Source: an optimization exercise on an open RTL-to-GDS flow (aim: a short achievable clock period and few clock cycles). Production flows keep margins and buffers that such runs may drop.
The RTL was checked by simulation tests, not by an equivalence proof against the original design.

## flow/config.mk

```make
export PLATFORM = sky130hd
export DESIGN_NAME = TinyMIPS
export DESIGN_NICKNAME = TinyMIPS
export VERILOG_FILES = /design/flow/design.v
export SDC_FILE = /design/flow/constraint.sdc
export NUM_CORES = 4
export LEC_CHECK = 0
export CAP_MARGIN = 20
export CORE_MARGIN = 2
export CORE_UTILIZATION = 40
export SETUP_SLACK_MARGIN = 4.3
export SLEW_MARGIN = 20
```

## flow/constraint.sdc

```tcl
create_clock -name core_clock -period 7.0 [get_ports {clk}]
set_input_delay 1.4000 -clock core_clock [delete_from_list [all_inputs] [get_ports {clk}]]
set_output_delay 1.4000 -clock core_clock [all_outputs]
set_load 0.01 [all_outputs]
```

## flow/design.v

```verilog
`timescale 1ns / 1ps
module TinyMIPS(clk, rst, data_fromRAM, wrEn, addr_toRAM, data_toRAM);
	input clk, rst;
	output reg wrEn;
	input [15:0] data_fromRAM;
	output reg [15:0] data_toRAM;
	output reg [7:0] addr_toRAM;
	reg [15:0] RF [7:0];
	reg [7:0] ar;            
	reg       afetch;        
	reg       wr;            
	reg [15:0] dr;           
	reg [7:0] pcf;           
	reg [7:0] fr;            
	reg       cfetch;        
	reg       csel;          
	reg       pf;            
	reg [15:0] cdat;
	reg [15:0] cd [0:15];
	reg [3:0] ctg [0:15];
	reg [15:0] cvl;
	reg       fv, f_btb;
	reg [7:0] fpc;
	reg [1:0] qn;
	reg [15:0] q0i, q1i;
	reg [7:0] q0p, q1p;
	reg       q0t, q1t, q0b, q1b;
	reg       ev, e_ann;
	reg       e_alu, e_mul, e_ld, e_st, e_sh, e_beq, e_blt, e_bgt, e_pred, e_btb, e_off1, e_off2;
	reg [2:0] ed;
	reg [15:0] eA, eB, eC;
	reg [1:0] cA, cB, cC;    
	reg [1:0] tA, tB, tC;    
	reg       sAr, sAm, sAl, sBr, sBm, sBl, sCr, sCm, sCl;   
	reg       sAe, sBe, sCe;                                 
	reg [7:0] e_pc;
	reg [5:0] e_imm;
	reg       skip_pend;
	reg       misp_r;            
	reg [7:0] redir_r, redir1_r;
	reg       rv, mv, lv;
	reg [2:0] rd_, md, ldd;
	reg [15:0] res_r, mres_r, ld_r;
	reg       memv, wbv;
	reg [2:0] memd, wbd;
	reg       m2v, m3v;
	reg [2:0] m2d, m3d;
	reg [7:0] smc_pc, smc_pc1;
	reg [3:0] bv;
	reg [7:0] bpc0, bpc1, bpc2, bpc3, btg0, btg1, btg2, btg3, btp0, btp1, btp2, btp3;
	reg [1:0] bptr;
	reg       bi_r, bd_r;
	reg [7:0] bi_pc, bi_tg, bi_tp;
	always @* begin
		addr_toRAM = ar;
		wrEn = wr;
		data_toRAM = dr;
	end
	wire [15:0] opA = ({16{sAr}} & res_r) | ({16{sAm}} & mres_r) | ({16{sAl}} & ld_r) | ({16{sAe}} & eA);
	wire [15:0] opB = ({16{sBr}} & res_r) | ({16{sBm}} & mres_r) | ({16{sBl}} & ld_r) | ({16{sBe}} & eB);
	wire [15:0] opC = ({16{sCr}} & res_r) | ({16{sCm}} & mres_r) | ({16{sCl}} & ld_r) | ({16{sCe}} & eC);
	reg e_wait;
	wire evx = ev & ~e_ann;                    
	wire ex_go = evx & ~e_wait & ~smc & ~misp_r;
	wire ex_hold = evx & e_st & wr & (&ar);    
	wire [15:0] sum;
	TinyMIPS_add16 u_add (.a(opB), .b(opC), .s(sum));
	wire sh_zero = (|opC[15:6]) | opC[4];
	wire [15:0] sh = sh_zero ? 16'd0 : (opC[5] ? (opB << opC[3:0]) : (opB >> opC[3:0]));
	wire [15:0] alu = e_sh ? sh : sum;
	wire ex_alu = ex_go & e_alu;
	wire ex_st = ex_go & e_st & ~ex_hold;
	wire ex_ld = ex_go & e_ld;
	wire ex_mem = ex_st | ex_ld;
	wire [7:0] sa = sum[7:0];
	wire c_gt, c_lt, c_eq;
	TinyMIPS_cmp16 u_cmp (.a(opA), .b(opB), .gt(c_gt), .lt(c_lt), .eq(c_eq));
	wire tk = (e_beq & c_eq) | (e_blt & c_lt) | (e_bgt & c_gt);
	wire e_br = e_beq | e_blt | e_bgt;
	wire [7:0] e_pc1 = e_pc + 8'd1;
	wire [7:0] e_pc2 = e_pc + 8'd2;
	wire [7:0] e_tgt = e_pc + {{2{e_imm[5]}}, e_imm};
	wire [7:0] e_tgt1 = e_pc + {{2{e_imm[5]}}, e_imm} + 8'd1;
	wire taken = tk & ~e_off1 & ~(e_off2 & ~e_pred);
	wire skip_now = ex_go & e_br & tk & e_off2 & ~e_pred;
	wire misp = (ex_go & (e_br ? (taken != e_pred) : e_pred)) | (ev & e_ann & e_pred & ~smc & ~misp_r);
	reg [15:0] mr0, mr1, mr2, mr3, mr4, mr5, mz0r, mz1r;
	wire mw1 = eB[0] & eC[0];
	wire mw2 = eB[1] & eC[0];
	wire mw3 = eB[0] & eC[1];
	wire mw4 = eB[2] & eC[0];
	wire mw5 = eB[1] & eC[1];
	wire mw6 = eB[0] & eC[2];
	wire mw7 = eB[3] & eC[0];
	wire mw8 = eB[2] & eC[1];
	wire mw9 = eB[1] & eC[2];
	wire mw10 = eB[0] & eC[3];
	wire mw11 = eB[4] & eC[0];
	wire mw12 = eB[3] & eC[1];
	wire mw13 = eB[2] & eC[2];
	wire mw14 = eB[1] & eC[3];
	wire mw15 = eB[0] & eC[4];
	wire mw16 = eB[5] & eC[0];
	wire mw17 = eB[4] & eC[1];
	wire mw18 = eB[3] & eC[2];
	wire mw19 = eB[2] & eC[3];
	wire mw20 = eB[1] & eC[4];
	wire mw21 = eB[0] & eC[5];
	wire mw22 = eB[6] & eC[0];
	wire mw23 = eB[5] & eC[1];
	wire mw24 = eB[4] & eC[2];
	wire mw25 = eB[3] & eC[3];
	wire mw26 = eB[2] & eC[4];
	wire mw27 = eB[1] & eC[5];
	wire mw28 = eB[0] & eC[6];
	wire mw29 = eB[7] & eC[0];
	wire mw30 = eB[6] & eC[1];
	wire mw31 = eB[5] & eC[2];
	wire mw32 = eB[4] & eC[3];
	wire mw33 = eB[3] & eC[4];
	wire mw34 = eB[2] & eC[5];
	wire mw35 = eB[1] & eC[6];
	wire mw36 = eB[0] & eC[7];
	wire mw37 = eB[8] & eC[0];
	wire mw38 = eB[7] & eC[1];
	wire mw39 = eB[6] & eC[2];
	wire mw40 = eB[5] & eC[3];
	wire mw41 = eB[4] & eC[4];
	wire mw42 = eB[3] & eC[5];
	wire mw43 = eB[2] & eC[6];
	wire mw44 = eB[1] & eC[7];
	wire mw45 = eB[0] & eC[8];
	wire mw46 = eB[9] & eC[0];
	wire mw47 = eB[8] & eC[1];
	wire mw48 = eB[7] & eC[2];
	wire mw49 = eB[6] & eC[3];
	wire mw50 = eB[5] & eC[4];
	wire mw51 = eB[4] & eC[5];
	wire mw52 = eB[3] & eC[6];
	wire mw53 = eB[2] & eC[7];
	wire mw54 = eB[1] & eC[8];
	wire mw55 = eB[0] & eC[9];
	wire mw56 = eB[10] & eC[0];
	wire mw57 = eB[9] & eC[1];
	wire mw58 = eB[8] & eC[2];
	wire mw59 = eB[7] & eC[3];
	wire mw60 = eB[6] & eC[4];
	wire mw61 = eB[5] & eC[5];
	wire mw62 = eB[4] & eC[6];
	wire mw63 = eB[3] & eC[7];
	wire mw64 = eB[2] & eC[8];
	wire mw65 = eB[1] & eC[9];
	wire mw66 = eB[0] & eC[10];
	wire mw67 = eB[11] & eC[0];
	wire mw68 = eB[10] & eC[1];
	wire mw69 = eB[9] & eC[2];
	wire mw70 = eB[8] & eC[3];
	wire mw71 = eB[7] & eC[4];
	wire mw72 = eB[6] & eC[5];
	wire mw73 = eB[5] & eC[6];
	wire mw74 = eB[4] & eC[7];
	wire mw75 = eB[3] & eC[8];
	wire mw76 = eB[2] & eC[9];
	wire mw77 = eB[1] & eC[10];
	wire mw78 = eB[0] & eC[11];
	wire mw79 = eB[12] & eC[0];
	wire mw80 = eB[11] & eC[1];
	wire mw81 = eB[10] & eC[2];
	wire mw82 = eB[9] & eC[3];
	wire mw83 = eB[8] & eC[4];
	wire mw84 = eB[7] & eC[5];
	wire mw85 = eB[6] & eC[6];
	wire mw86 = eB[5] & eC[7];
	wire mw87 = eB[4] & eC[8];
	wire mw88 = eB[3] & eC[9];
	wire mw89 = eB[2] & eC[10];
	wire mw90 = eB[1] & eC[11];
	wire mw91 = eB[0] & eC[12];
	wire mw92 = eB[13] & eC[0];
	wire mw93 = eB[12] & eC[1];
	wire mw94 = eB[11] & eC[2];
	wire mw95 = eB[10] & eC[3];
	wire mw96 = eB[9] & eC[4];
	wire mw97 = eB[8] & eC[5];
	wire mw98 = eB[7] & eC[6];
	wire mw99 = eB[6] & eC[7];
	wire mw100 = eB[5] & eC[8];
	wire mw101 = eB[4] & eC[9];
	wire mw102 = eB[3] & eC[10];
	wire mw103 = eB[2] & eC[11];
	wire mw104 = eB[1] & eC[12];
	wire mw105 = eB[0] & eC[13];
	wire mw106 = eB[14] & eC[0];
	wire mw107 = eB[13] & eC[1];
	wire mw108 = eB[12] & eC[2];
	wire mw109 = eB[11] & eC[3];
	wire mw110 = eB[10] & eC[4];
	wire mw111 = eB[9] & eC[5];
	wire mw112 = eB[8] & eC[6];
	wire mw113 = eB[7] & eC[7];
	wire mw114 = eB[6] & eC[8];
	wire mw115 = eB[5] & eC[9];
	wire mw116 = eB[4] & eC[10];
	wire mw117 = eB[3] & eC[11];
	wire mw118 = eB[2] & eC[12];
	wire mw119 = eB[1] & eC[13];
	wire mw120 = eB[0] & eC[14];
	wire mw121 = eB[15] & eC[0];
	wire mw122 = eB[14] & eC[1];
	wire mw123 = eB[13] & eC[2];
	wire mw124 = eB[12] & eC[3];
	wire mw125 = eB[11] & eC[4];
	wire mw126 = eB[10] & eC[5];
	wire mw127 = eB[9] & eC[6];
	wire mw128 = eB[8] & eC[7];
	wire mw129 = eB[7] & eC[8];
	wire mw130 = eB[6] & eC[9];
	wire mw131 = eB[5] & eC[10];
	wire mw132 = eB[4] & eC[11];
	wire mw133 = eB[3] & eC[12];
	wire mw134 = eB[2] & eC[13];
	wire mw135 = eB[1] & eC[14];
	wire mw136 = eB[0] & eC[15];
	wire mw137 = mw92 ^ mw93;
	wire mw138 = mw92 & mw93;
	wire mw139 = mw106 ^ mw107 ^ mw108;
	wire mw140 = (mw106 & mw107) | (mw106 & mw108) | (mw107 & mw108);
	wire mw141 = mw109 ^ mw110;
	wire mw142 = mw109 & mw110;
	wire mw143 = mw121 ^ mw122 ^ mw123;
	wire mw144 = (mw121 & mw122) | (mw121 & mw123) | (mw122 & mw123);
	wire mw145 = mw124 ^ mw125 ^ mw126;
	wire mw146 = (mw124 & mw125) | (mw124 & mw126) | (mw125 & mw126);
	wire mw147 = mw127 ^ mw128;
	wire mw148 = mw127 & mw128;
	wire mw149 = mw46 ^ mw47;
	wire mw150 = mw46 & mw47;
	wire mw151 = mw56 ^ mw57 ^ mw58;
	wire mw152 = (mw56 & mw57) | (mw56 & mw58) | (mw57 & mw58);
	wire mw153 = mw59 ^ mw60;
	wire mw154 = mw59 & mw60;
	wire mw155 = mw67 ^ mw68 ^ mw69;
	wire mw156 = (mw67 & mw68) | (mw67 & mw69) | (mw68 & mw69);
	wire mw157 = mw70 ^ mw71 ^ mw72;
	wire mw158 = (mw70 & mw71) | (mw70 & mw72) | (mw71 & mw72);
	wire mw159 = mw73 ^ mw74;
	wire mw160 = mw73 & mw74;
	wire mw161 = mw79 ^ mw80 ^ mw81;
	wire mw162 = (mw79 & mw80) | (mw79 & mw81) | (mw80 & mw81);
	wire mw163 = mw82 ^ mw83 ^ mw84;
	wire mw164 = (mw82 & mw83) | (mw82 & mw84) | (mw83 & mw84);
	wire mw165 = mw85 ^ mw86 ^ mw87;
	wire mw166 = (mw85 & mw86) | (mw85 & mw87) | (mw86 & mw87);
	wire mw167 = mw88 ^ mw89;
	wire mw168 = mw88 & mw89;
	wire mw169 = mw94 ^ mw95 ^ mw96;
	wire mw170 = (mw94 & mw95) | (mw94 & mw96) | (mw95 & mw96);
	wire mw171 = mw97 ^ mw98 ^ mw99;
	wire mw172 = (mw97 & mw98) | (mw97 & mw99) | (mw98 & mw99);
	wire mw173 = mw100 ^ mw101 ^ mw102;
	wire mw174 = (mw100 & mw101) | (mw100 & mw102) | (mw101 & mw102);
	wire mw175 = mw103 ^ mw104 ^ mw105;
	wire mw176 = (mw103 & mw104) | (mw103 & mw105) | (mw104 & mw105);
	wire mw177 = mw111 ^ mw112 ^ mw113;
	wire mw178 = (mw111 & mw112) | (mw111 & mw113) | (mw112 & mw113);
	wire mw179 = mw114 ^ mw115 ^ mw116;
	wire mw180 = (mw114 & mw115) | (mw114 & mw116) | (mw115 & mw116);
	wire mw181 = mw117 ^ mw118 ^ mw119;
	wire mw182 = (mw117 & mw118) | (mw117 & mw119) | (mw118 & mw119);
	wire mw183 = mw120 ^ mw139 ^ mw141;
	wire mw184 = (mw120 & mw139) | (mw120 & mw141) | (mw139 & mw141);
	wire mw185 = mw129 ^ mw130 ^ mw131;
	wire mw186 = (mw129 & mw130) | (mw129 & mw131) | (mw130 & mw131);
	wire mw187 = mw132 ^ mw133 ^ mw134;
	wire mw188 = (mw132 & mw133) | (mw132 & mw134) | (mw133 & mw134);
	wire mw189 = mw135 ^ mw136 ^ mw143;
	wire mw190 = (mw135 & mw136) | (mw135 & mw143) | (mw136 & mw143);
	wire mw191 = mw145 ^ mw147 ^ mw140;
	wire mw192 = (mw145 & mw147) | (mw145 & mw140) | (mw147 & mw140);
	wire mw193 = mw22 ^ mw23;
	wire mw194 = mw22 & mw23;
	wire mw195 = mw29 ^ mw30 ^ mw31;
	wire mw196 = (mw29 & mw30) | (mw29 & mw31) | (mw30 & mw31);
	wire mw197 = mw32 ^ mw33;
	wire mw198 = mw32 & mw33;
	wire mw199 = mw37 ^ mw38 ^ mw39;
	wire mw200 = (mw37 & mw38) | (mw37 & mw39) | (mw38 & mw39);
	wire mw201 = mw40 ^ mw41 ^ mw42;
	wire mw202 = (mw40 & mw41) | (mw40 & mw42) | (mw41 & mw42);
	wire mw203 = mw43 ^ mw44;
	wire mw204 = mw43 & mw44;
	wire mw205 = mw48 ^ mw49 ^ mw50;
	wire mw206 = (mw48 & mw49) | (mw48 & mw50) | (mw49 & mw50);
	wire mw207 = mw51 ^ mw52 ^ mw53;
	wire mw208 = (mw51 & mw52) | (mw51 & mw53) | (mw52 & mw53);
	wire mw209 = mw54 ^ mw55 ^ mw149;
	wire mw210 = (mw54 & mw55) | (mw54 & mw149) | (mw55 & mw149);
	wire mw211 = mw61 ^ mw62 ^ mw63;
	wire mw212 = (mw61 & mw62) | (mw61 & mw63) | (mw62 & mw63);
	wire mw213 = mw64 ^ mw65 ^ mw66;
	wire mw214 = (mw64 & mw65) | (mw64 & mw66) | (mw65 & mw66);
	wire mw215 = mw151 ^ mw153 ^ mw150;
	wire mw216 = (mw151 & mw153) | (mw151 & mw150) | (mw153 & mw150);
	wire mw217 = mw75 ^ mw76 ^ mw77;
	wire mw218 = (mw75 & mw76) | (mw75 & mw77) | (mw76 & mw77);
	wire mw219 = mw78 ^ mw155 ^ mw157;
	wire mw220 = (mw78 & mw155) | (mw78 & mw157) | (mw155 & mw157);
	wire mw221 = mw159 ^ mw152 ^ mw154;
	wire mw222 = (mw159 & mw152) | (mw159 & mw154) | (mw152 & mw154);
	wire mw223 = mw90 ^ mw91 ^ mw161;
	wire mw224 = (mw90 & mw91) | (mw90 & mw161) | (mw91 & mw161);
	wire mw225 = mw163 ^ mw165 ^ mw167;
	wire mw226 = (mw163 & mw165) | (mw163 & mw167) | (mw165 & mw167);
	wire mw227 = mw156 ^ mw158 ^ mw160;
	wire mw228 = (mw156 & mw158) | (mw156 & mw160) | (mw158 & mw160);
	wire mw229 = mw137 ^ mw169 ^ mw171;
	wire mw230 = (mw137 & mw169) | (mw137 & mw171) | (mw169 & mw171);
	wire mw231 = mw173 ^ mw175 ^ mw162;
	wire mw232 = (mw173 & mw175) | (mw173 & mw162) | (mw175 & mw162);
	wire mw233 = mw164 ^ mw166 ^ mw168;
	wire mw234 = (mw164 & mw166) | (mw164 & mw168) | (mw166 & mw168);
	wire mw235 = mw138 ^ mw177 ^ mw179;
	wire mw236 = (mw138 & mw177) | (mw138 & mw179) | (mw177 & mw179);
	wire mw237 = mw181 ^ mw183 ^ mw170;
	wire mw238 = (mw181 & mw183) | (mw181 & mw170) | (mw183 & mw170);
	wire mw239 = mw172 ^ mw174 ^ mw176;
	wire mw240 = (mw172 & mw174) | (mw172 & mw176) | (mw174 & mw176);
	wire mw241 = mw142 ^ mw185 ^ mw187;
	wire mw242 = (mw142 & mw185) | (mw142 & mw187) | (mw185 & mw187);
	wire mw243 = mw189 ^ mw191 ^ mw178;
	wire mw244 = (mw189 & mw191) | (mw189 & mw178) | (mw191 & mw178);
	wire mw245 = mw180 ^ mw182 ^ mw184;
	wire mw246 = (mw180 & mw182) | (mw180 & mw184) | (mw182 & mw184);
	wire [15:0] mq0 = {mw241, mw235, mw229, mw223, mw217, mw211, mw205, mw45, mw34, mw24, mw16, mw11, mw7, mw4, mw2, mw1};
	wire [15:0] mq1 = {mw243, mw237, mw231, mw225, mw219, mw213, mw207, mw199, mw35, mw25, mw17, mw12, mw8, mw5, mw3, 1'b0};
	wire [15:0] mq2 = {mw245, mw239, mw233, mw227, mw221, mw215, mw209, mw201, mw36, mw26, mw18, mw13, mw9, mw6, 1'b0, 1'b0};
	wire [15:0] mq3 = {mw236, mw230, mw224, mw218, mw212, mw206, mw200, mw203, mw195, mw27, mw19, mw14, mw10, 1'b0, 1'b0, 1'b0};
	wire [15:0] mq4 = {mw238, mw232, mw226, mw220, mw214, mw208, mw202, mw196, mw197, mw28, mw20, mw15, 1'b0, 1'b0, 1'b0, 1'b0};
	wire [15:0] mq5 = {mw240, mw234, mw228, mw222, mw216, mw210, mw204, mw198, mw194, mw193, mw21, 1'b0, 1'b0, 1'b0, 1'b0, 1'b0};
	wire mw247 = mr0[4] ^ mr1[4];
	wire mw248 = mr0[4] & mr1[4];
	wire mw249 = mr0[5] ^ mr1[5] ^ mr2[5];
	wire mw250 = (mr0[5] & mr1[5]) | (mr0[5] & mr2[5]) | (mr1[5] & mr2[5]);
	wire mw251 = mr3[5] ^ mr4[5];
	wire mw252 = mr3[5] & mr4[5];
	wire mw253 = mr0[6] ^ mr1[6] ^ mr2[6];
	wire mw254 = (mr0[6] & mr1[6]) | (mr0[6] & mr2[6]) | (mr1[6] & mr2[6]);
	wire mw255 = mr3[6] ^ mr4[6] ^ mr5[6];
	wire mw256 = (mr3[6] & mr4[6]) | (mr3[6] & mr5[6]) | (mr4[6] & mr5[6]);
	wire mw257 = mr0[7] ^ mr1[7] ^ mr2[7];
	wire mw258 = (mr0[7] & mr1[7]) | (mr0[7] & mr2[7]) | (mr1[7] & mr2[7]);
	wire mw259 = mr3[7] ^ mr4[7] ^ mr5[7];
	wire mw260 = (mr3[7] & mr4[7]) | (mr3[7] & mr5[7]) | (mr4[7] & mr5[7]);
	wire mw261 = mr0[8] ^ mr1[8] ^ mr2[8];
	wire mw262 = (mr0[8] & mr1[8]) | (mr0[8] & mr2[8]) | (mr1[8] & mr2[8]);
	wire mw263 = mr3[8] ^ mr4[8] ^ mr5[8];
	wire mw264 = (mr3[8] & mr4[8]) | (mr3[8] & mr5[8]) | (mr4[8] & mr5[8]);
	wire mw265 = mr0[9] ^ mr1[9] ^ mr2[9];
	wire mw266 = (mr0[9] & mr1[9]) | (mr0[9] & mr2[9]) | (mr1[9] & mr2[9]);
	wire mw267 = mr3[9] ^ mr4[9] ^ mr5[9];
	wire mw268 = (mr3[9] & mr4[9]) | (mr3[9] & mr5[9]) | (mr4[9] & mr5[9]);
	wire mw269 = mr0[10] ^ mr1[10] ^ mr2[10];
	wire mw270 = (mr0[10] & mr1[10]) | (mr0[10] & mr2[10]) | (mr1[10] & mr2[10]);
	wire mw271 = mr3[10] ^ mr4[10] ^ mr5[10];
	wire mw272 = (mr3[10] & mr4[10]) | (mr3[10] & mr5[10]) | (mr4[10] & mr5[10]);
	wire mw273 = mr0[11] ^ mr1[11] ^ mr2[11];
	wire mw274 = (mr0[11] & mr1[11]) | (mr0[11] & mr2[11]) | (mr1[11] & mr2[11]);
	wire mw275 = mr3[11] ^ mr4[11] ^ mr5[11];
	wire mw276 = (mr3[11] & mr4[11]) | (mr3[11] & mr5[11]) | (mr4[11] & mr5[11]);
	wire mw277 = mr0[12] ^ mr1[12] ^ mr2[12];
	wire mw278 = (mr0[12] & mr1[12]) | (mr0[12] & mr2[12]) | (mr1[12] & mr2[12]);
	wire mw279 = mr3[12] ^ mr4[12] ^ mr5[12];
	wire mw280 = (mr3[12] & mr4[12]) | (mr3[12] & mr5[12]) | (mr4[12] & mr5[12]);
	wire mw281 = mr0[13] ^ mr1[13] ^ mr2[13];
	wire mw282 = (mr0[13] & mr1[13]) | (mr0[13] & mr2[13]) | (mr1[13] & mr2[13]);
	wire mw283 = mr3[13] ^ mr4[13] ^ mr5[13];
	wire mw284 = (mr3[13] & mr4[13]) | (mr3[13] & mr5[13]) | (mr4[13] & mr5[13]);
	wire mw285 = mr0[14] ^ mr1[14] ^ mr2[14];
	wire mw286 = (mr0[14] & mr1[14]) | (mr0[14] & mr2[14]) | (mr1[14] & mr2[14]);
	wire mw287 = mr3[14] ^ mr4[14] ^ mr5[14];
	wire mw288 = (mr3[14] & mr4[14]) | (mr3[14] & mr5[14]) | (mr4[14] & mr5[14]);
	wire mw289 = mr0[15] ^ mr1[15] ^ mr2[15];
	wire mw290 = (mr0[15] & mr1[15]) | (mr0[15] & mr2[15]) | (mr1[15] & mr2[15]);
	wire mw291 = mr3[15] ^ mr4[15] ^ mr5[15];
	wire mw292 = (mr3[15] & mr4[15]) | (mr3[15] & mr5[15]) | (mr4[15] & mr5[15]);
	wire mw293 = mr0[3] ^ mr1[3];
	wire mw294 = mr0[3] & mr1[3];
	wire mw295 = mr2[4] ^ mr3[4] ^ mr4[4];
	wire mw296 = (mr2[4] & mr3[4]) | (mr2[4] & mr4[4]) | (mr3[4] & mr4[4]);
	wire mw297 = mr5[5] ^ mw249 ^ mw251;
	wire mw298 = (mr5[5] & mw249) | (mr5[5] & mw251) | (mw249 & mw251);
	wire mw299 = mw253 ^ mw255 ^ mw250;
	wire mw300 = (mw253 & mw255) | (mw253 & mw250) | (mw255 & mw250);
	wire mw301 = mw257 ^ mw259 ^ mw254;
	wire mw302 = (mw257 & mw259) | (mw257 & mw254) | (mw259 & mw254);
	wire mw303 = mw261 ^ mw263 ^ mw258;
	wire mw304 = (mw261 & mw263) | (mw261 & mw258) | (mw263 & mw258);
	wire mw305 = mw265 ^ mw267 ^ mw262;
	wire mw306 = (mw265 & mw267) | (mw265 & mw262) | (mw267 & mw262);
	wire mw307 = mw269 ^ mw271 ^ mw266;
	wire mw308 = (mw269 & mw271) | (mw269 & mw266) | (mw271 & mw266);
	wire mw309 = mw273 ^ mw275 ^ mw270;
	wire mw310 = (mw273 & mw275) | (mw273 & mw270) | (mw275 & mw270);
	wire mw311 = mw277 ^ mw279 ^ mw274;
	wire mw312 = (mw277 & mw279) | (mw277 & mw274) | (mw279 & mw274);
	wire mw313 = mw281 ^ mw283 ^ mw278;
	wire mw314 = (mw281 & mw283) | (mw281 & mw278) | (mw283 & mw278);
	wire mw315 = mw285 ^ mw287 ^ mw282;
	wire mw316 = (mw285 & mw287) | (mw285 & mw282) | (mw287 & mw282);
	wire mw317 = mw289 ^ mw291 ^ mw286;
	wire mw318 = (mw289 & mw291) | (mw289 & mw286) | (mw291 & mw286);
	wire mw319 = mr0[2] ^ mr1[2];
	wire mw320 = mr0[2] & mr1[2];
	wire mw321 = mr2[3] ^ mr3[3] ^ mw293;
	wire mw322 = (mr2[3] & mr3[3]) | (mr2[3] & mw293) | (mr3[3] & mw293);
	wire mw323 = mw247 ^ mw295 ^ mw294;
	wire mw324 = (mw247 & mw295) | (mw247 & mw294) | (mw295 & mw294);
	wire mw325 = mw248 ^ mw297 ^ mw296;
	wire mw326 = (mw248 & mw297) | (mw248 & mw296) | (mw297 & mw296);
	wire mw327 = mw252 ^ mw299 ^ mw298;
	wire mw328 = (mw252 & mw299) | (mw252 & mw298) | (mw299 & mw298);
	wire mw329 = mw256 ^ mw301 ^ mw300;
	wire mw330 = (mw256 & mw301) | (mw256 & mw300) | (mw301 & mw300);
	wire mw331 = mw260 ^ mw303 ^ mw302;
	wire mw332 = (mw260 & mw303) | (mw260 & mw302) | (mw303 & mw302);
	wire mw333 = mw264 ^ mw305 ^ mw304;
	wire mw334 = (mw264 & mw305) | (mw264 & mw304) | (mw305 & mw304);
	wire mw335 = mw268 ^ mw307 ^ mw306;
	wire mw336 = (mw268 & mw307) | (mw268 & mw306) | (mw307 & mw306);
	wire mw337 = mw272 ^ mw309 ^ mw308;
	wire mw338 = (mw272 & mw309) | (mw272 & mw308) | (mw309 & mw308);
	wire mw339 = mw276 ^ mw311 ^ mw310;
	wire mw340 = (mw276 & mw311) | (mw276 & mw310) | (mw311 & mw310);
	wire mw341 = mw280 ^ mw313 ^ mw312;
	wire mw342 = (mw280 & mw313) | (mw280 & mw312) | (mw313 & mw312);
	wire mw343 = mw284 ^ mw315 ^ mw314;
	wire mw344 = (mw284 & mw315) | (mw284 & mw314) | (mw315 & mw314);
	wire mw345 = mw288 ^ mw317 ^ mw316;
	wire mw346 = (mw288 & mw317) | (mw288 & mw316) | (mw317 & mw316);
	wire [15:0] mz0 = {mw345, mw343, mw341, mw339, mw337, mw335, mw333, mw331, mw329, mw327, mw325, mw323, mw321, mr2[2], mr0[1], mr0[0]};
	wire [15:0] mz1 = {mw344, mw342, mw340, mw338, mw336, mw334, mw332, mw330, mw328, mw326, mw324, mw322, mw320, mw319, mr1[1], 1'b0};
	wire [15:0] mres;
	TinyMIPS_add16 u_madd (.a(mz0r), .b(mz1r), .s(mres));
	wire [15:0] fdat = csel ? cdat : data_fromRAM;
	wire [3:0] fop = fdat[15:12];
	wire f_stat = fv & (fop == 4'd8 || fop == 4'd9 || fop == 4'd10) & fdat[5] & ~f_btb;
	wire f_pred = f_stat | (fv & f_btb);
	wire [7:0] f_tgt = fpc + {{2{fdat[5]}}, fdat[5:0]};
	wire [7:0] f_tgt1 = fpc + {{2{fdat[5]}}, fdat[5:0]} + 8'd1;
	wire anyf = afetch | cfetch;
	wire cmiss = cfetch & (~(cvl[fr[3:0]] & (ctg[fr[3:0]] == fr[7:4])) | (wr & (fr == ar)));
	wire [3:0] bh = {bv[3] & (bpc3 == fr), bv[2] & (bpc2 == fr), bv[1] & (bpc1 == fr), bv[0] & (bpc0 == fr)};
	wire bhit = anyf & (|bh);
	wire [7:0] bt = ({8{bh[0]}} & btg0) | ({8{bh[1]}} & btg1) | ({8{bh[2]}} & btg2) | ({8{bh[3]}} & btg3);
	wire [7:0] bt1 = ({8{bh[0]}} & btp0) | ({8{bh[1]}} & btp1) | ({8{bh[2]}} & btp2) | ({8{bh[3]}} & btp3);
	wire d_valid = (qn != 2'd0) | fv;
	wire [15:0] di = (qn != 2'd0) ? q0i : fdat;
	wire [7:0] dp = (qn != 2'd0) ? q0p : fpc;
	wire d_pred = (qn != 2'd0) ? q0t : f_pred;
	wire d_btb = (qn != 2'd0) ? q0b : f_btb;
	wire [3:0] op = di[15:12];
	wire [2:0] sA = di[11:9], sB = di[8:6], sC = di[5:3];
	wire is_add = op == 4'd0, is_addi = op == 4'd1, is_mul = op == 4'd2, is_srl = op == 4'd3;
	wire is_ld = op == 4'd4, is_st = op == 4'd5, is_cp = op == 4'd6, is_cpi = op == 4'd7;
	wire is_beq = op == 4'd8, is_blt = op == 4'd9, is_bgt = op == 4'd10;
	wire useA = is_st | is_beq | is_blt | is_bgt;
	wire useB = ~is_cpi & (op <= 4'd10);
	wire useC = is_add | is_mul | is_srl;
	wire exw = evx & (e_alu | e_mul | e_ld);
	wire memw = memv & ~(ex_alu & (ed == memd));
	wire [15:0] RFv [0:7];
	wire [3:0] fwv [0:7];
	genvar gr;
	generate for (gr = 0; gr < 8; gr = gr + 1) begin : rfv
		assign RFv[gr] = (rv && rd_ == gr) ? res_r : (mv && md == gr) ? mres_r : (lv && ldd == gr) ? ld_r : RF[gr];
		assign fwv[gr] = (exw && ed == gr) ? (e_alu ? 4'b0100 : e_mul ? 4'b1101 : 4'b1110) :
		                 (m2v && m2d == gr) ? 4'b1001 : (memw && memd == gr) ? 4'b1010 :
		                 (m3v && m3d == gr) ? 4'b0101 : (wbv && wbd == gr) ? 4'b0110 : 4'b0000;
	end endgenerate
	wire [2:0] qA = q0i[11:9], qB = q0i[8:6], qC = q0i[5:3];
	wire [2:0] fA = fdat[11:9], fB = fdat[8:6], fC = fdat[5:3];
	wire qsel = qn != 2'd0;
	wire [15:0] rA = qsel ? RFv[qA] : RFv[fA];
	wire [15:0] rB = qsel ? RFv[qB] : RFv[fB];
	wire [15:0] rC = qsel ? RFv[qC] : RFv[fC];
	wire [3:0] fwA = qsel ? fwv[qA] : fwv[fA];
	wire [3:0] fwB = qsel ? fwv[qB] : fwv[fB];
	wire [3:0] fwC = qsel ? fwv[qC] : fwv[fC];
	wire smc = wr & ((ev & (e_pc == ar)) | ((qn != 2'd0) & (q0p == ar)) | ((qn == 2'd2) & (q1p == ar)) |
	                 (fv & (fpc == ar)));
	wire flush = misp_r | smc;
	wire ex_free = ~(evx & (e_wait | ex_hold));
	wire cons = d_valid & ex_free;
	wire pred_redir = f_stat & ~flush;
	wire fv_nf = anyf & ~f_stat & ~cmiss;
	wire [1:0] qn_nf = qn + {1'b0, fv} - {1'b0, cons};
	wire room = (qn_nf == 2'd0) | ((qn_nf == 2'd1) & ~fv_nf);
	wire fetch = ~ex_mem & room;
	wire fill = pf & ~csel;
	wire cfet = ex_mem & room & ~f_stat;
	wire [7:0] redir = smc ? smc_pc : redir_r;
	wire [7:0] redir1 = smc ? smc_pc1 : redir1_r;
	wire [7:0] fa_n = f_stat ? f_tgt : cmiss ? fr : (bhit ? bt : pcf);
	wire [7:0] fa1_n = f_stat ? f_tgt1 : cmiss ? fr + 8'd1 : (bhit ? bt1 : pcf + 8'd1);
	wire b_ins = ex_go & e_br & taken & ~e_btb;
	wire b_del = ex_go & e_br & ~taken & e_btb;
	always @(posedge clk) begin
		RF[0] <= RFv[0];
		RF[1] <= RFv[1];
		RF[2] <= RFv[2];
		RF[3] <= RFv[3];
		RF[4] <= RFv[4];
		RF[5] <= RFv[5];
		RF[6] <= RFv[6];
		RF[7] <= RFv[7];
		res_r <= alu;
		rd_ <= ed;
		mres_r <= mres;
		md <= m3d;
		ld_r <= data_fromRAM;
		ldd <= wbd;
		fpc <= fr;
		memd <= ed;
		wbd <= memd;
		m2d <= ed;
		mr0 <= mq0;
		mr1 <= mq1;
		mr2 <= mq2;
		mr3 <= mq3;
		mr4 <= mq4;
		mr5 <= mq5;
		mz0r <= mz0;
		mz1r <= mz1;
		m3d <= m2d;
		dr <= opA;
		ar <= ex_mem ? sa : (flush ? redir : fa_n);
		fr <= flush ? redir : fa_n;
		cdat <= cd[fr[3:0]];
		if (fill) begin
			cd[fpc[3:0]] <= data_fromRAM;
			ctg[fpc[3:0]] <= fpc[7:4];
		end
		redir_r <= (taken & ~e_ann) ? e_tgt : e_pc1;
		redir1_r <= (taken & ~e_ann) ? e_tgt1 : e_pc2;
		if (ex_st) begin
			smc_pc <= e_pc1;
			smc_pc1 <= e_pc2;
		end
		f_btb <= bhit;
		bi_pc <= e_pc;
		bi_tg <= e_tgt;
		bi_tp <= e_tgt1;
		if (qn == 2'd0 || (qn == 2'd1 && cons)) begin
			q0i <= fdat; q0p <= fpc; q0t <= f_pred; q0b <= f_btb;
		end
		else if (qn == 2'd2 && cons) begin
			q0i <= q1i; q0p <= q1p; q0t <= q1t; q0b <= q1b;
		end
		if (!(qn == 2'd2 && !cons)) begin
			q1i <= fdat; q1p <= fpc; q1t <= f_pred; q1b <= f_btb;
		end
		if (bi_r) begin
			case (bptr)
			2'd0: begin bpc0 <= bi_pc; btg0 <= bi_tg; btp0 <= bi_tp; end
			2'd1: begin bpc1 <= bi_pc; btg1 <= bi_tg; btp1 <= bi_tp; end
			2'd2: begin bpc2 <= bi_pc; btg2 <= bi_tg; btp2 <= bi_tp; end
			default: begin bpc3 <= bi_pc; btg3 <= bi_tg; btp3 <= bi_tp; end
			endcase
		end
		if (ex_free) begin
			e_alu <= is_add | is_addi | is_srl | is_cp | is_cpi;
			e_mul <= is_mul;
			e_ld <= is_ld;
			e_st <= is_st;
			e_sh <= is_srl;
			e_beq <= is_beq;
			e_blt <= is_blt;
			e_bgt <= is_bgt;
			e_pred <= d_pred;
			e_btb <= d_btb;
			e_ann <= skip_now | skip_pend;
			e_off1 <= di[5:0] == 6'd1;
			e_off2 <= di[5:0] == 6'd2;
			ed <= sA;
			cA <= useA ? fwA[3:2] : 2'd0;
			cB <= useB ? fwB[3:2] : 2'd0;
			cC <= useC ? fwC[3:2] : 2'd0;
			tA <= fwA[1:0];
			tB <= fwB[1:0];
			tC <= fwC[1:0];
			e_pc <= dp;
			e_imm <= di[5:0];
		end
		else begin
			if (cA != 2'd0) cA <= cA - 2'd1;
			if (cB != 2'd0) cB <= cB - 2'd1;
			if (cC != 2'd0) cC <= cC - 2'd1;
		end
		eA <= ({16{ex_free}} & rA) | ({16{~ex_free}} & opA);
		eB <= ({16{ex_free}} & (is_cpi ? {7'd0, di[8:0]} : rB)) | ({16{~ex_free}} & opB);
		eC <= ({16{ex_free}} & (useC ? rC : is_addi ? {{10{di[5]}}, di[5:0]} : (is_ld | is_st) ? {10'd0, di[5:0]} : 16'd0)) | ({16{~ex_free}} & opC);
		sAr <= ex_free ? (useA & (fwA == 4'b0100)) : ((cA == 2'd2) & (tA == 2'd0));
		sAm <= ex_free ? (useA & (fwA == 4'b0101)) : ((cA == 2'd2) & (tA == 2'd1));
		sAl <= ex_free ? (useA & (fwA == 4'b0110)) : ((cA == 2'd2) & (tA == 2'd2));
		sBr <= ex_free ? (useB & (fwB == 4'b0100)) : ((cB == 2'd2) & (tB == 2'd0));
		sBm <= ex_free ? (useB & (fwB == 4'b0101)) : ((cB == 2'd2) & (tB == 2'd1));
		sBl <= ex_free ? (useB & (fwB == 4'b0110)) : ((cB == 2'd2) & (tB == 2'd2));
		sCr <= ex_free ? (useC & (fwC == 4'b0100)) : ((cC == 2'd2) & (tC == 2'd0));
		sCm <= ex_free ? (useC & (fwC == 4'b0101)) : ((cC == 2'd2) & (tC == 2'd1));
		sCl <= ex_free ? (useC & (fwC == 4'b0110)) : ((cC == 2'd2) & (tC == 2'd2));
		e_wait <= ex_free ? ((useA & fwA[3]) | (useB & fwB[3]) | (useC & fwC[3]) |
		                     (is_mul & ((useB & (fwB[3:2] == 2'd1)) | (useC & (fwC[3:2] == 2'd1))))) :
		                    ((cA == 2'd3) | (cB == 2'd3) | (cC == 2'd3) | (e_mul & ((cB == 2'd2) | (cC == 2'd2))));
		sAe <= ex_free ? ~(useA & (fwA[3:2] == 2'd1)) : (cA != 2'd2);
		sBe <= ex_free ? ~(useB & (fwB[3:2] == 2'd1)) : (cB != 2'd2);
		sCe <= ex_free ? ~(useC & (fwC[3:2] == 2'd1)) : (cC != 2'd2);
		if (rst) begin
			ar <= 8'd0;
			afetch <= 1'b1;
			cfetch <= 1'b0;
			csel <= 1'b0;
			pf <= 1'b0;
			fr <= 8'd0;
			cvl <= 16'd0;
			wr <= 1'b0;
			pcf <= 8'd1;
			fv <= 1'b0;
			qn <= 2'd0;
			ev <= 1'b0;
			rv <= 1'b0;
			mv <= 1'b0;
			lv <= 1'b0;
			memv <= 1'b0;
			wbv <= 1'b0;
			m2v <= 1'b0;
			m3v <= 1'b0;
			bv <= 4'd0;
			bptr <= 2'd0;
			bi_r <= 1'b0;
			bd_r <= 1'b0;
			skip_pend <= 1'b0;
			misp_r <= 1'b0;
		end
		else begin
			wr <= ex_st;
			afetch <= flush | fetch;
			cfetch <= ~flush & cfet;
			csel <= cfetch;
			pf <= afetch;
			fv <= ~flush & fv_nf;
			if (fill) cvl[fpc[3:0]] <= 1'b1;
			if (wr) cvl[ar[3:0]] <= 1'b0;
			qn <= flush ? 2'd0 : qn_nf;
			pcf <= flush ? redir1 : ((fetch | cfet) ? fa1_n : fa_n);
			if (ex_free | flush)
				ev <= cons & ~flush;
			misp_r <= misp & ~flush;
			rv <= ex_alu;
			mv <= m3v;
			m3v <= m2v & ~(ex_alu && ed == m2d);
			lv <= wbv;
			memv <= ex_ld;
			wbv <= memw;
			m2v <= ex_go & e_mul;
			skip_pend <= (skip_now | skip_pend) & ~cons & ~flush;
			bi_r <= b_ins;
			bd_r <= b_del;
			if (bi_r) begin
				bv[bptr] <= 1'b1;
				bptr <= bptr + 2'd1;
			end
			if (bd_r) begin
				if (bpc0 == bi_pc) bv[0] <= 1'b0;
				if (bpc1 == bi_pc) bv[1] <= 1'b0;
				if (bpc2 == bi_pc) bv[2] <= 1'b0;
				if (bpc3 == bi_pc) bv[3] <= 1'b0;
			end
			if (wr) begin
				if (bpc0 == ar) bv[0] <= 1'b0;
				if (bpc1 == ar) bv[1] <= 1'b0;
				if (bpc2 == ar) bv[2] <= 1'b0;
				if (bpc3 == ar) bv[3] <= 1'b0;
			end
		end
	end
endmodule
module TinyMIPS_add16(a, b, s);
	input [15:0] a, b;
	output [15:0] s;
	wire [15:0] g0 = a & b, p0 = a ^ b;
	wire [15:0] g1, p1, g2, p2, g3, p3, g4;
	genvar i;
	generate for (i = 0; i < 16; i = i + 1) begin : pf
		if (i >= 1) begin : a1
			assign g1[i] = g0[i] | (p0[i] & g0[i-1]);
			assign p1[i] = p0[i] & p0[i-1];
		end else begin : b1
			assign g1[i] = g0[i];
			assign p1[i] = p0[i];
		end
		if (i >= 2) begin : a2
			assign g2[i] = g1[i] | (p1[i] & g1[i-2]);
			assign p2[i] = p1[i] & p1[i-2];
		end else begin : b2
			assign g2[i] = g1[i];
			assign p2[i] = p1[i];
		end
		if (i >= 4) begin : a3
			assign g3[i] = g2[i] | (p2[i] & g2[i-4]);
			assign p3[i] = p2[i] & p2[i-4];
		end else begin : b3
			assign g3[i] = g2[i];
			assign p3[i] = p2[i];
		end
		if (i >= 8) begin : a4
			assign g4[i] = g3[i] | (p3[i] & g3[i-8]);
		end else begin : b4
			assign g4[i] = g3[i];
		end
	end endgenerate
	assign s = p0 ^ {g4[14:0], 1'b0};
endmodule
module TinyMIPS_cmp16(a, b, gt, lt, eq);
	input [15:0] a, b;
	output gt, lt, eq;
	wire [15:0] g0 = a & ~b, l0 = ~a & b, e0 = ~(a ^ b);
	wire [7:0] g1, l1, e1;
	wire [3:0] g2, l2, e2;
	wire [1:0] g3, l3, e3;
	genvar i;
	generate for (i = 0; i < 8; i = i + 1) begin : c1
		assign g1[i] = g0[2*i+1] | (e0[2*i+1] & g0[2*i]);
		assign l1[i] = l0[2*i+1] | (e0[2*i+1] & l0[2*i]);
		assign e1[i] = e0[2*i+1] & e0[2*i];
	end endgenerate
	generate for (i = 0; i < 4; i = i + 1) begin : c2
		assign g2[i] = g1[2*i+1] | (e1[2*i+1] & g1[2*i]);
		assign l2[i] = l1[2*i+1] | (e1[2*i+1] & l1[2*i]);
		assign e2[i] = e1[2*i+1] & e1[2*i];
	end endgenerate
	generate for (i = 0; i < 2; i = i + 1) begin : c3
		assign g3[i] = g2[2*i+1] | (e2[2*i+1] & g2[2*i]);
		assign l3[i] = l2[2*i+1] | (e2[2*i+1] & l2[2*i]);
		assign e3[i] = e2[2*i+1] & e2[2*i];
	end endgenerate
	assign gt = g3[1] | (e3[1] & g3[0]);
	assign lt = l3[1] | (e3[1] & l3[0]);
	assign eq = e3[1] & e3[0];
endmodule
```

## flow/run.sh

```bash
#!/bin/bash
# synth_recipe.tcl (not shown) runs the flow's synth.tcl, then flattens the netlist and writes it again
# the make line also repeats each setting of config.mk as NAME=value (left out here)
make -C /OpenROAD-flow-scripts/flow DESIGN_CONFIG=/design/flow/config.mk WORK_HOME=/design/flow/orfs CLKGATE_MAP_FILE= SYNTH_SCRIPT=/design/flow/synth_recipe.tcl finish
```

==> flow_summary.json <==
{
  "synth_nets": 5876,
  "crit_path_end_kind": "register",
  "synthFlopType": "edfxtp_1",
  "min_period_over_period_pct": 54.95,
  "hold_buffers": 0,
  "drive_gt1_share_pct": 34.24,
  "hold_viol": 0,
  "setup_violations": 0,
  "ir_worst_vdd_uv": 247.9,
  "drtPass1Iterations": 7,
  "dieArea_sq_um": 145300,
  "slowest_delay_ns": 0.57,
  "synth_seq_cells": 1031,
  "grt_setup_unrepaired": "yes",
  "antenna_found_initial": 10,
  "fin_crit_ns": 3.846,
  "power_mw": 33.49,
  "cts_buffer_depth": 3,
  "slew_headroom_pct": 18.89,
  "grt_max_degree": 64,
  "drv_cap": 0,
  "cp.required_ns": 7.69,
  "post-place-ws_ns": 1.441,
  "crit_path_cell_trace": "buf_12 -> mux4_2 -> mux4_2 -> xnor2_2 -> o211ai_1 -> nor4_4 -> buf_4 -> nor2b_4 -> buf_12 -> buf_4 -> a311oi_2 -> a21o_1 -> o21ai_2 -> a221oi_1 -> o21a_1",
  "dpl.hpwl_mm": 169.3,
  "dp.cells": 7340,
  "crit_type": "reg2reg",
  "cts_buffers": 111,
  "start_util_pct": 40.25,
  "numPortBuffers": 42,
  "tritoncts": "yes",
  "detail_route.wl_per_cell_um": 33.02,
  "status": "complete, no violations",
  "leakage_nw": 29.40,
  "grt_pass1_vias": 50664,
  "ant_nets": 0,
  "syn2layout_area_growth_pct": 33.30,
  "cts-root-buf": "clkbuf_16",
  "clk_latency_ns": 0.77,
  "synth.avg_cell_area_sq_um": 10.07,
  "netlist_area_sq_um": 56920,
  "final.setup_skew_ns": 0.03976,
  "fillCellCount": 12149,
  "htree_levels": 3,
  "fp.dieW_um": 381.2,
  "ioPinCount": 43,
  "wl_mm": 271.1,
  "start_kind": "register",
  "synth_cell_types": 101,
  "viasPerCell": 6.558,
  "first_iter_violations": 8306,
  "arrival_ns": 4.53,
  "clkSinkCount": 1031,
  "cp_max_fo": 6,
  "fmax_mhz": 260.0,
  "place_congestion": 1.056,
  "synthCells": 5653,
  "power_density_nw_per_um2": 441.4,
  "slowest_stage": "mux4_2",
  "num_rows": 138,
  "ys_warn_count": 2,
  "setup_tns_ns": 0,
  "max_slew.worst_pin.slew_ns": 1.217,
  "worst_slack_ns": 3.154,
  "nNetsFinal": 6436,
  "core_area_sq_um": 141400,
  "stdcell_count": 8208,
  "synth-seq-area-share_pct": 45.51,
  "slew_violations": 0,
  "hp-class": "reg2reg",
  "clkTransAtPathRegs_ns": 0.06,
  "synth_edf_count": 526,
  "grt_usage_pct": 35.79,
  "drc": 0,
  "layout_commonest_cell": "buf_4",
  "grt_pass1_wl_mm": 376.3,
  "overflow": 0,
  "async_flop_share_pct": 0,
  "num_vias": 53831,
  "die_h_um": 381.2,
  "final_cell_mix": "buf_4 (549), edfxtp_1 (526), nor2_1 (423), dfxtp_1 (417), nand2_1 (390)"
}
[what timing repair did]
item                                     CTS  global route
cloned                                    23             9
buffers inserted                         454           164
resized for setup                       1214           394
pin swaps                                280           244
endpoints found under the setup margin   432           222
[Yosys cell counts, types with 93 or more instances]
library cell  number  share of area (%)
edfxtp_1         526                 28
dfxtp_1          505                 18
nor2_1           474                3.1
nand2_1          437                2.9
a21oi_1          377                3.3
clkbuf_1         353                2.3
inv_1            306                2.0
o21ai_0          221                1.9
a211oi_1         219                2.9
mux2i_1          213                3.7
xnor2_1          159                2.4
mux4_2           126                5.0
ha_1             123                2.7
a22oi_1          119                1.6
and2_1           110                1.2
nor3_1            99               0.87
xor2_1            94                1.4
o22ai_1           93                1.0
[critical path, delay by kind of cell, from the launching register on]
kind / cells / cell delay [ns]
AOI/OAI and AO/OA: 6 / 1.16
buffers and inverters: 4 / 0.61
xor gates and xnor gates: 1 / 0.15
muxes: 2 / 1.06
DFF: 1 / 0.45
and+or+nand+nor: 2 / 0.34
[metal layers]
layer	vias up	wire [um]	track usage (%)
met5	-	29	0
met3	1126	34550	10.68
met2	4088	113000	51.83
met4	4	20190	21.12
met1	26592	103300	47.18
li1	22021	-	-
[kinds of logic after synthesis]
kind of cell / after synthesis / synth area share (%)
xor gates and xnor gates: 253 / 3.893
muxes: 374 / 9.441
DFF: 1031 / 45.51
adders and majority gates: 206 / 5.606
AOI/OAI and AO/OA: 1574 / 18.54
buffers and inverters: 755 / 5.142
and+or+nand+nor: 1460 / 11.87
[report_power, final]
group          switching [mW]  total (mW)  internal, mW
clock network            2.65        6.23          3.58
logic                    10.9        17.8          6.91
registers                1.64        9.48          7.85
[area by class of cell]
type	count	area (sq um)	area share, %
Multi-Input combinational cell	3875	33260	43.84
Sequential cell	1031	26110	34.41
Timing Repair Buffer	880	8984	11.84
Clock buffer	145	3094	4.078
Tap cell	1890	2365	3.117
Inverter	313	1280	1.687
Clock inverter	64	748.2	0.9861
Antenna cell	9	22.52	0.02968
Timing Repair inverter	1	7.507	0.009894
[sequential cells by signal, summed over array words and instances (netlist names), 11 cells and up]
| name | count |
|---|---|
| cd | 256 |
| RF | 128 |
| ctg | 64 |
| cdat | 16 |
| cvl | 16 |
| dr | 16 |
| eA | 16 |
| eB | 16 |
| eC | 16 |
| ld_r | 16 |
| mr0 | 16 |
| mres_r | 16 |
| mz0r | 16 |
| q0i | 16 |
| q1i | 16 |
| res_r | 16 |
| mr1 | 15 |
| mz1r | 15 |
| mr2 | 14 |
| mr3 | 13 |
| mr4 | 12 |
| mr5 | 11 |
[final timing paths]
path / from / endpoint / slack [ns] / cells after the start
setup / recovery: fr[0] / pcf[5] / 3.15 / 15
setup reg to reg: fr[0] / pcf[5] / 3.15 / 15
hold reg to reg: mr0[1] / mz0r[1] / 0.33 / 0
hold / removal: mr0[1] / mz0r[1] / 0.33 / 0
[metrics by stage]
step | hold WS, ns | area [sq um] | utilization (%)
2_1_floorplan | 0.3096 | 58230 | -
6_report | 0.3263 | 75870 | 53.65
5_1_grt | 0.3299 | 75850 | 53.64
3_5_place_dp | 0.3128 | 60350 | 42.68
4_1_cts | 0.3262 | 72670 | 51.39
3_3_place_gp | 0.3100 | 60350 | 42.67
Testbench counts, summed over its fixed seeds: cycles 42,685.

-- static timing again, ports no longer ideal --
No port has a modelled driver above. Below, the same layout with a new extraction and two added sets of constraints.
Step 1: set_driving_cell puts a clkbuf_16 on clk and a buf_2 on each other input, an assumption about the parent block.
Step 2 adds t to the input delays and takes it off the output delays; t is the mean of the earliest and latest rising clock arrival at the registers after step 1. Input paths then give back, and output paths get back, about the clock's delay inside the block.
Three values: ideal, step 1, step 2; two values: the first two.
t, ns: 0.833
slack for setup (ns): 3.154 / 3.154 / 2.463
worst setup path after step 2: input to register
latest minus earliest clock arrival (ns): 0.041 / 0.041
slew at the worst register clock pin (ns): 0.07 / 0.07
After both steps setup and hold are still met in this run. For this run, drivers alone change the setup slack by 0.000 ns; drivers and shift together by -0.691 ns.
